What follows belongs to an exercise in optimizing a design on an open flow for a short achievable clock period and few clock cycles; a production flow would make more cautious choices.
Only simulation tests tie the RTL to the original design; equivalence was not proved.
Power and IR drop assume default switching activity.

## west
// myCPU
module myCPU (
    input  wire         cpu_rst,
    input  wire         cpu_clk,
    output wire [15:0]  inst_addr,
    input  wire [31:0]  inst,
    output wire [31:0]  Bus_addr,
    input  wire [31:0]  Bus_rdata,
    output wire         Bus_we,
    output wire [31:0]  Bus_wdata,
    output wire         debug_wb_have_inst,
    output wire [31:0]  debug_wb_pc,
    output wire         debug_wb_ena,
    output wire [ 4:0]  debug_wb_reg,
    output wire [31:0]  debug_wb_value
);
Size in the first run: about 10000 cells after synthesis, about 1900 flip-flops, roughly 95000 µm² of cells after synthesis.
clock: 7.5 ns
lec_check: 0
abc_clock_period_in_ps: 3000
cap_margin: 20
core_margin: 2
core_utilization: 30
place_density: 0.5
setup_slack_margin: 4.5
slew_margin: 20
run.sh (not shown) runs the stock make flow with config.mk's settings and CLKGATE_MAP_FILE= SYNTH_SCRIPT=/design/flow/synth_recipe.tcl, a recipe that flattens the netlist after the stock synthesis.
west did not stop at any stage, and its layout met the timing, DRC and antenna checks.
Testbench counts of west, summed over its fixed seeds: cycles 23,536.
Setup changes, west to south
-- flow/design.v --
<<< west, line 62
    reg  [4:0]  m_rd;
    reg  [31:0] m_res, m_sdata, m_pc;
    reg  [31:0] m_addr;          
    reg         w_have, w_wen;
    reg  [4:0]  w_rd;
>>> south, line 62
    reg  [4:0]  m_rd;
    reg  [31:0] m_res, m_sdata, m_pc;
    reg         w_have, w_wen;
    reg  [4:0]  w_rd;
<<< west, line 264
        m_rd    <= e_rd;
        m_res   <= res;
        m_addr  <= sum;
        m_sdata <= srcB;
        m_pc    <= e_pc;
>>> south, line 263
        m_rd    <= e_rd;
        m_res   <= res;
        m_sdata <= srcB;
        m_pc    <= e_pc;
<<< west, line 337
    end
    assign inst_addr = pc_f[17:2];
    assign Bus_addr  = m_addr;
    assign Bus_we    = m_st;
    assign Bus_wdata = m_sdata;
>>> south, line 335
    end
    assign inst_addr = pc_f[17:2];
    assign Bus_addr  = m_res;
    assign Bus_we    = m_st;
    assign Bus_wdata = m_sdata;
Notes after the runs:
[south vs west] routed wire length: lower in south. For the measured slew at the worst slew-check pin, south came in 0.042 ns higher than west did. Of south and west, it is south that has the lower non-clock buffering overhead in the final layout. Compared with west, in south count of non-CTS inverters in the layout rose about 0.9%; starting density of the core about even; wire length on met1 shrank by 0.88%. Total power of south is higher than that of west. west -> south: clock-buffer cell count increased by a little under 10%. Net count of the mapped netlist: south < west. Compared with west, in south area used by sequential logic in the layout now smaller, cell area after layout now smaller, final cell count now smaller, post-route core utilization now smaller. Non-clock buffer count: south vs west down 49.
Testbench counts of south, summed over its fixed seeds: cycles 23,536.

---

the baseline:
The RTL this note starts from:
==> flow/design.v <==
`timescale 1ns / 1ps
module ks_add #(parameter W = 32) (
    input  wire [W-1:0] a,
    input  wire [W-1:0] b,
    input  wire         cin,
    output reg  [W-1:0] s,
    output reg          cout
);
    reg [W-1:0] g, p, p0;
    integer k, n;
    always @(*) begin
        p0 = a ^ b;
        p  = p0;
        g  = a & b;
        g[0] = g[0] | (p0[0] & cin);
        for (k = 1; k < W; k = k * 2) begin
            for (n = W - 1; n >= k; n = n - 1) begin
                g[n] = g[n] | (p[n] & g[n-k]);
                p[n] = p[n] & p[n-k];
            end
        end
        s    = p0 ^ {g[W-2:0], cin};
        cout = g[W-1];
    end
endmodule
`timescale 1ns / 1ps
module myCPU (
    input  wire         cpu_rst,
    input  wire         cpu_clk,
    output wire [15:0]  inst_addr,
    input  wire [31:0]  inst,
    output wire [31:0]  Bus_addr,
    input  wire [31:0]  Bus_rdata,
    output wire         Bus_we,
    output wire [31:0]  Bus_wdata,
    output wire         debug_wb_have_inst,
    output wire [31:0]  debug_wb_pc,
    output wire         debug_wb_ena,
    output wire [ 4:0]  debug_wb_reg,
    output wire [31:0]  debug_wb_value
);
    localparam BHT_N = 64;
    reg  [31:0] pc_f;
    reg         e_valid;         
    reg         e_have;          
    reg  [31:0] e_pc, e_pc4, e_const, e_tgt;
    reg  [31:0] e_a, e_b, e_bo;  
    reg         e_aR, e_aM, e_aF, e_bR, e_bM, e_bF, e_boR, e_boM, e_boF;
    reg         e_wen, e_is_ld, e_is_st, e_is_br, e_is_jalr;
    reg  [4:0]  e_rd;
    reg         e_r_add, e_r_sub, e_r_sll, e_r_srl, e_r_sra, e_r_xor, e_r_or, e_r_and, e_r_const;
    reg         e_beq, e_bne, e_blt, e_bge;
    reg         e_pred;
    reg         m_have, m_wen, m_is_ld, m_st;
    reg  [4:0]  m_rd;
    reg  [31:0] m_res, m_sdata, m_pc;
    reg         w_have, w_wen;
    reg  [4:0]  w_rd;
    reg  [31:0] w_val, w_pc;
    reg  [31:0] rf [1:31];
    reg         bht_v   [0:BHT_N-1];
    reg  [1:0]  bht_c   [0:BHT_N-1];
    reg  [3:0]  bht_tag [0:BHT_N-1];
    reg         u_en, u_taken;
    reg  [9:0]  u_pc;
    wire [31:0] m_val = m_is_ld ? Bus_rdata : m_res;
    wire        m_w   = m_wen & (m_rd != 5'd0);
    wire [6:0] op  = inst[6:0];
    wire [2:0] f3  = inst[14:12];
    wire [4:0] rd  = inst[11:7];
    wire [4:0] rs1 = inst[19:15];
    wire [4:0] rs2 = inst[24:20];
    wire is_r    = (op == 7'b0110011);
    wire is_i    = (op == 7'b0010011);
    wire is_ld   = (op == 7'b0000011);
    wire is_st   = (op == 7'b0100011);
    wire is_br   = (op == 7'b1100011);
    wire is_lui  = (op == 7'b0110111);
    wire is_jal  = (op == 7'b1101111);
    wire is_jalr = (op == 7'b1100111);
    wire known   = is_r | is_i | is_ld | is_st | is_br | is_lui | is_jal | is_jalr;
    wire use1    = is_r | is_i | is_ld | is_st | is_br | is_jalr;
    wire use2    = is_r | is_st | is_br;
    wire wen     = is_r | is_i | is_ld | is_lui | is_jal | is_jalr;
    wire use_imm = is_i | is_ld | is_st | is_jalr;
    wire [31:0] imm_i = {{20{inst[31]}}, inst[31:20]};
    wire [31:0] imm_s = {{20{inst[31]}}, inst[31:25], inst[11:7]};
    wire [31:0] imm_b = {{20{inst[31]}}, inst[7], inst[30:25], inst[11:8], 1'b0};
    wire [31:0] imm_u = {inst[31:12], 12'b0};
    wire [31:0] imm_j = {{12{inst[31]}}, inst[19:12], inst[20], inst[30:21], 1'b0};
    wire [31:0] imm   = is_st ? imm_s : imm_i;
    wire ri   = is_r | is_i;
    wire f_add = (ri & f3 == 3'b000 & ~(is_r & inst[30])) | is_ld | is_st;
    wire f_sub = is_r & f3 == 3'b000 & inst[30];
    wire f_sll = ri & f3 == 3'b001;
    wire f_srl = ri & f3 == 3'b101 & ~inst[30];
    wire f_sra = ri & f3 == 3'b101 & inst[30];
    wire f_xor = ri & f3 == 3'b100;
    wire f_or  = ri & f3 == 3'b110;
    wire f_and = ri & (f3 == 3'b111 | f3 == 3'b010 | f3 == 3'b011);
    wire f_bne = f3 == 3'b001;
    wire f_blt = f3 == 3'b100;
    wire f_bge = f3 == 3'b101;
    wire f_beq = ~(f_bne | f_blt | f_bge);
    wire br_eff  = is_br & (imm_b != 32'd4);
    wire br_same = (rs1 == rs2);
    wire hitM_a = m_w & (m_rd == rs1);
    wire hitM_b = m_w & (m_rd == rs2);
    wire [31:0] rf_a = (rs1 == 5'd0) ? 32'd0 : hitM_a ? m_val : rf[rs1];
    wire [31:0] rf_b = (rs2 == 5'd0) ? 32'd0 : hitM_b ? m_val : rf[rs2];
    wire e_w    = e_valid & e_wen & (e_rd != 5'd0);
    wire hitE_a = e_w & (e_rd == rs1);
    wire hitE_b = e_w & (e_rd == rs2);
    wire [5:0]  fi = pc_f[7:2];
    wire        bht_hit = bht_v[fi] & (bht_tag[fi] == pc_f[11:8]);
    wire        bht_taken = bht_c[fi][1];
    wire        br_pred = br_same ? (f_beq | f_bge) :
                          bht_hit ? bht_taken : inst[31];      
    wire        f_pred = is_jal | (br_eff & br_pred);
    wire [31:0] pc_f4  = pc_f + 32'd4;
    wire [18:0] hi13   = pc_f[31:13];
    wire [18:0] hi13p  = hi13 + 19'd1;
    wire [18:0] hi13m  = hi13 - 19'd1;
    wire [13:0] lo_b;
    ks_add #(13) u_add_b (.a(pc_f[12:0]), .b(imm_b[12:0]), .cin(1'b0), .s(lo_b[12:0]), .cout(lo_b[13]));
    wire [18:0] hi_b   = ({19{lo_b[13] == inst[31]}} & hi13) |
                         ({19{lo_b[13] & ~inst[31]}} & hi13p) |
                         ({19{~lo_b[13] & inst[31]}} & hi13m);
    wire [31:0] tgt_b  = {hi_b, lo_b[12:0]};
    wire [10:0] hi21   = pc_f[31:21];
    wire [10:0] hi21p  = hi21 + 11'd1;
    wire [10:0] hi21m  = hi21 - 11'd1;
    wire [21:0] lo_j;
    ks_add #(21) u_add_j (.a(pc_f[20:0]), .b(imm_j[20:0]), .cin(1'b0), .s(lo_j[20:0]), .cout(lo_j[21]));
    wire [10:0] hi_j   = ({11{lo_j[21] == inst[31]}} & hi21) |
                         ({11{lo_j[21] & ~inst[31]}} & hi21p) |
                         ({11{~lo_j[21] & inst[31]}} & hi21m);
    wire [31:0] tgt_j  = {hi_j, lo_j[20:0]};
    wire [31:0] f_tgt  = is_jal ? tgt_j : tgt_b;
    wire [31:0] srcA = ({32{e_aR}}  & Bus_rdata) | ({32{e_aM}}  & m_res) | ({32{e_aF}}  & e_a);
    wire [31:0] srcB = ({32{e_bR}}  & Bus_rdata) | ({32{e_bM}}  & m_res) | ({32{e_bF}}  & e_b);
    wire [31:0] opB  = ({32{e_boR}} & Bus_rdata) | ({32{e_boM}} & m_res) | ({32{e_boF}} & e_bo);
    wire [4:0]  sh   = opB[4:0];
    wire [31:0] sra_v = $signed(srcA) >>> sh;
    wire [31:0] sum  = srcA + opB;
    wire [31:0] dif  = srcA - opB;
    wire [31:0] res  = ({32{e_r_add}}   & sum) |
                       ({32{e_r_sub}}   & dif) |
                       ({32{e_r_sll}}   & (srcA << sh)) |
                       ({32{e_r_srl}}   & (srcA >> sh)) |
                       ({32{e_r_sra}}   & sra_v) |
                       ({32{e_r_xor}}   & (srcA ^ opB)) |
                       ({32{e_r_or}}    & (srcA | opB)) |
                       ({32{e_r_and}}   & (srcA & opB)) |
                       ({32{e_r_const}} & e_const);
    wire eq = (srcA == srcB);
    wire lt = ($signed(srcA) < $signed(srcB));
    wire br_taken = (e_beq & eq) | (e_bne & ~eq) | (e_blt & lt) | (e_bge & ~lt);
    wire go = e_valid;
    wire mispredict = go & (e_is_jalr | (e_is_br & (br_taken ^ e_pred)));
    wire [31:0] redirect_pc = e_is_jalr ? sum : (e_pred ? e_pc4 : e_tgt);
    wire [31:0] npc = mispredict ? redirect_pc :
                      f_pred     ? f_tgt : pc_f4;
    always @(posedge cpu_clk or posedge cpu_rst) begin
        if (cpu_rst) pc_f <= 32'd0;
        else         pc_f <= npc;
    end
    always @(posedge cpu_clk or posedge cpu_rst) begin
        if (cpu_rst)         e_valid <= 1'b0;
        else                 e_valid <= ~mispredict;
    end
    always @(posedge cpu_clk) begin
        begin
            e_have    <= known;
            e_wen     <= wen;
            e_pred    <= f_pred;
            e_is_ld   <= is_ld;
            e_is_st   <= is_st;
            e_is_br   <= br_eff;
            e_is_jalr <= is_jalr;
            e_aR      <= hitE_a & e_is_ld;
            e_aM      <= hitE_a & ~e_is_ld;
            e_aF      <= ~hitE_a;
            e_bR      <= hitE_b & e_is_ld;
            e_bM      <= hitE_b & ~e_is_ld;
            e_bF      <= ~hitE_b;
            e_boR     <= hitE_b & ~use_imm & e_is_ld;
            e_boM     <= hitE_b & ~use_imm & ~e_is_ld;
            e_boF     <= ~(hitE_b & ~use_imm);
            e_a       <= rf_a;
            e_b       <= rf_b;
            e_bo      <= use_imm ? imm : rf_b;
            e_pc      <= pc_f;
            e_const   <= is_lui ? imm_u : pc_f4;
            e_pc4     <= pc_f4;
            e_tgt     <= f_tgt;
            e_rd      <= rd;
            e_r_add   <= f_add;
            e_r_sub   <= f_sub;
            e_r_sll   <= f_sll;
            e_r_srl   <= f_srl;
            e_r_sra   <= f_sra;
            e_r_xor   <= f_xor;
            e_r_or    <= f_or;
            e_r_and   <= f_and;
            e_r_const <= is_lui | is_jal | is_jalr;
            e_beq     <= f_beq;
            e_bne     <= f_bne;
            e_blt     <= f_blt;
            e_bge     <= f_bge;
        end
    end
    always @(posedge cpu_clk or posedge cpu_rst) begin
        if (cpu_rst) begin
            m_have <= 1'b0; m_wen <= 1'b0; m_st <= 1'b0;
        end else begin
            m_have <= go & e_have;
            m_wen  <= go & e_wen;
            m_st   <= go & e_is_st;
        end
    end
    always @(posedge cpu_clk) begin
        m_is_ld <= e_is_ld;
        m_rd    <= e_rd;
        m_res   <= res;
        m_sdata <= srcB;
        m_pc    <= e_pc;
    end
    always @(posedge cpu_clk or posedge cpu_rst) begin
        if (cpu_rst) begin
            w_have <= 1'b0; w_wen <= 1'b0;
        end else begin
            w_have <= m_have;
            w_wen  <= m_wen;
        end
    end
    always @(posedge cpu_clk) begin
        w_rd  <= m_rd;
        w_val <= m_val;
        w_pc  <= m_pc;
    end
    integer i;
    always @(posedge cpu_clk or posedge cpu_rst) begin
        if (cpu_rst) begin
            for (i = 1; i < 32; i = i + 1) rf[i] <= 32'd0;
        end else if (m_w) begin
            rf[m_rd] <= m_val;
        end
    end
    always @(posedge cpu_clk or posedge cpu_rst) begin
        if (cpu_rst) u_en <= 1'b0;
        else         u_en <= go & e_is_br;
    end
    always @(posedge cpu_clk) begin
        u_taken <= br_taken;
        u_pc    <= e_pc[11:2];
    end
    wire [5:0] ui = u_pc[5:0];
    wire       u_hit = bht_v[ui] & (bht_tag[ui] == u_pc[9:6]);
    wire [1:0] u_c = bht_c[ui];
    integer j;
    always @(posedge cpu_clk or posedge cpu_rst) begin
        if (cpu_rst) begin
            for (j = 0; j < BHT_N; j = j + 1) bht_v[j] <= 1'b0;
        end else if (u_en) begin
            bht_v[ui] <= 1'b1;
        end
    end
    always @(posedge cpu_clk) begin
        if (u_en) begin
            bht_tag[ui] <= u_pc[9:6];
            if (~u_hit)
                bht_c[ui] <= u_taken ? 2'b10 : 2'b01;
            else if (u_taken)
                bht_c[ui] <= (u_c == 2'b11) ? 2'b11 : u_c + 2'b01;
            else
                bht_c[ui] <= (u_c == 2'b00) ? 2'b00 : u_c - 2'b01;
        end
    end
    assign inst_addr = pc_f[17:2];
    assign Bus_addr  = m_res;
    assign Bus_we    = m_st;
    assign Bus_wdata = m_sdata;
    assign debug_wb_have_inst = w_have;
    assign debug_wb_pc        = w_pc;
    assign debug_wb_ena       = w_wen;
    assign debug_wb_reg       = w_rd;
    assign debug_wb_value     = w_val;
endmodule
Settings: LEC_CHECK=0, ABC_CLOCK_PERIOD_IN_PS=3000, CAP_MARGIN=20, CORE_MARGIN=2, CORE_UTILIZATION=30, PLACE_DENSITY=0.5, SETUP_SLACK_MARGIN=4.5, SLEW_MARGIN=20; clock period 7.5 ns.
Testbench counts of the baseline, summed over its fixed seeds: cycles 23,719.
Edits applied to the flow inputs when going from the baseline to the candidate:
-- flow/design.v --
<<< the baseline, line 46
    reg  [31:0] e_pc, e_pc4, e_const, e_tgt;
    reg  [31:0] e_a, e_b, e_bo;  
    reg         e_aR, e_aM, e_aF, e_bR, e_bM, e_bF, e_boR, e_boM, e_boF;
    reg         e_wen, e_is_ld, e_is_st, e_is_br, e_is_jalr;
    reg  [4:0]  e_rd;
>>> the candidate, line 46
    reg  [31:0] e_pc, e_pc4, e_const, e_tgt;
    reg  [31:0] e_a, e_b, e_bo;  
    reg         e_aM, e_bM, e_boM;   
    reg         e_wen, e_is_ld, e_is_st, e_is_br, e_is_jalr;
    reg  [4:0]  e_rd;
<<< the baseline, line 112
    wire hitE_a = e_w & (e_rd == rs1);
    wire hitE_b = e_w & (e_rd == rs2);
    wire [5:0]  fi = pc_f[7:2];
    wire        bht_hit = bht_v[fi] & (bht_tag[fi] == pc_f[11:8]);
>>> the candidate, line 112
    wire hitE_a = e_w & (e_rd == rs1);
    wire hitE_b = e_w & (e_rd == rs2);
    wire ld_stall = e_is_ld & ((hitE_a & use1) | (hitE_b & use2));
    wire [5:0]  fi = pc_f[7:2];
    wire        bht_hit = bht_v[fi] & (bht_tag[fi] == pc_f[11:8]);
<<< the baseline, line 138
    wire [31:0] tgt_j  = {hi_j, lo_j[20:0]};
    wire [31:0] f_tgt  = is_jal ? tgt_j : tgt_b;
    wire [31:0] srcA = ({32{e_aR}}  & Bus_rdata) | ({32{e_aM}}  & m_res) | ({32{e_aF}}  & e_a);
    wire [31:0] srcB = ({32{e_bR}}  & Bus_rdata) | ({32{e_bM}}  & m_res) | ({32{e_bF}}  & e_b);
    wire [31:0] opB  = ({32{e_boR}} & Bus_rdata) | ({32{e_boM}} & m_res) | ({32{e_boF}} & e_bo);
    wire [4:0]  sh   = opB[4:0];
    wire [31:0] sra_v = $signed(srcA) >>> sh;
>>> the candidate, line 139
    wire [31:0] tgt_j  = {hi_j, lo_j[20:0]};
    wire [31:0] f_tgt  = is_jal ? tgt_j : tgt_b;
    wire [31:0] srcA = e_aM  ? m_res : e_a;
    wire [31:0] srcB = e_bM  ? m_res : e_b;
    wire [31:0] opB  = e_boM ? m_res : e_bo;
    wire [4:0]  sh   = opB[4:0];
    wire [31:0] sra_v = $signed(srcA) >>> sh;
<<< the baseline, line 161
    wire [31:0] redirect_pc = e_is_jalr ? sum : (e_pred ? e_pc4 : e_tgt);
    wire [31:0] npc = mispredict ? redirect_pc :
                      f_pred     ? f_tgt : pc_f4;
    always @(posedge cpu_clk or posedge cpu_rst) begin
>>> the candidate, line 162
    wire [31:0] redirect_pc = e_is_jalr ? sum : (e_pred ? e_pc4 : e_tgt);
    wire [31:0] npc = mispredict ? redirect_pc :
                      ld_stall   ? pc_f :
                      f_pred     ? f_tgt : pc_f4;
    always @(posedge cpu_clk or posedge cpu_rst) begin
<<< the baseline, line 168
    always @(posedge cpu_clk or posedge cpu_rst) begin
        if (cpu_rst)         e_valid <= 1'b0;
        else                 e_valid <= ~mispredict;
    end
    always @(posedge cpu_clk) begin
>>> the candidate, line 170
    always @(posedge cpu_clk or posedge cpu_rst) begin
        if (cpu_rst)         e_valid <= 1'b0;
        else                 e_valid <= ~mispredict & ~ld_stall;
    end
    always @(posedge cpu_clk) begin
<<< the baseline, line 179
            e_is_br   <= br_eff;
            e_is_jalr <= is_jalr;
            e_aR      <= hitE_a & e_is_ld;
            e_aM      <= hitE_a & ~e_is_ld;
            e_aF      <= ~hitE_a;
            e_bR      <= hitE_b & e_is_ld;
            e_bM      <= hitE_b & ~e_is_ld;
            e_bF      <= ~hitE_b;
            e_boR     <= hitE_b & ~use_imm & e_is_ld;
            e_boM     <= hitE_b & ~use_imm & ~e_is_ld;
            e_boF     <= ~(hitE_b & ~use_imm);
            e_a       <= rf_a;
            e_b       <= rf_b;
>>> the candidate, line 181
            e_is_br   <= br_eff;
            e_is_jalr <= is_jalr;
            e_aM      <= hitE_a;
            e_bM      <= hitE_b;
            e_boM     <= hitE_b & ~use_imm;
            e_a       <= rf_a;
            e_b       <= rf_b;
Notes after the runs:
Switching component of the power: the candidate vs the baseline up 3.7%
Comparing the candidate and the baseline, fraction of power consumed by the clock network is lower on the candidate.
The candidate vs the baseline: flip-flop and latch count down
Compared with the baseline, the candidate shows a higher share of synthesized area spent on multiplexers.
The baseline → the candidate: area taken by flip-flops and latches flat; fraction of standard cell area that is sequential now sits higher; number of ordinary inverters in the final layout fell by about 3.3%; clock buffer count now sits lower.
Looking at destination of the critical timing path, the pc_f[29] result is from the candidate; the pc_f[12] one comes from the baseline.
Compared with the baseline, the candidate shows a post-synthesis share of cell area spent on and, or, nand and nor gates that is 0.26 points lower.
The lower design area of the candidate and the baseline is in the candidate.
Area of the core region (higher): the baseline
Testbench counts of the candidate, summed over its fixed seeds: cycles 24,309.

## what the ideal ports hide
Ports are ideal in the flow. The routed layouts listed here were re-timed in OpenROAD.
Step 1 assumes that a clkbuf_16 drives the clock port and a buf_2 every other input.
Step 2 times the ports against the registers' clock, not the clock port: input delays grow and output delays shrink by t, the midpoint of the rising clock arrivals with the driver on.
Slacks: ideal / step 1 / step 2; pairs: ideal / step 1.
run | t (ns) | slack for setup (ns) | worst hold slack (ns) | clock arrival spread, ns | worst register clock-pin slew, ns
west | 0.974 | 3.422 / 3.394 / 2.420 | 0.324 / 0.324 / 0.324 | 0.114 / 0.113 | 0.07 / 0.07
south | 1.004 | 3.244 / 3.260 / 2.256 | 0.325 / 0.325 / 0.325 | 0.091 / 0.092 | 0.08 / 0.08
the baseline | 0.996 | 2.735 / 2.777 / 1.786 | 0.322 / 0.322 / 0.322 | 0.135 / 0.135 | 0.08 / 0.08
the candidate | 0.970 | 2.811 / 2.811 / 2.029 | 0.317 / 0.317 / 0.317 | 0.141 / 0.141 | 0.08 / 0.08
After both steps every run listed still meets setup and hold. For west, which loses most, drivers alone change the setup slack by -0.028 ns; drivers and shift together by -1.002 ns.
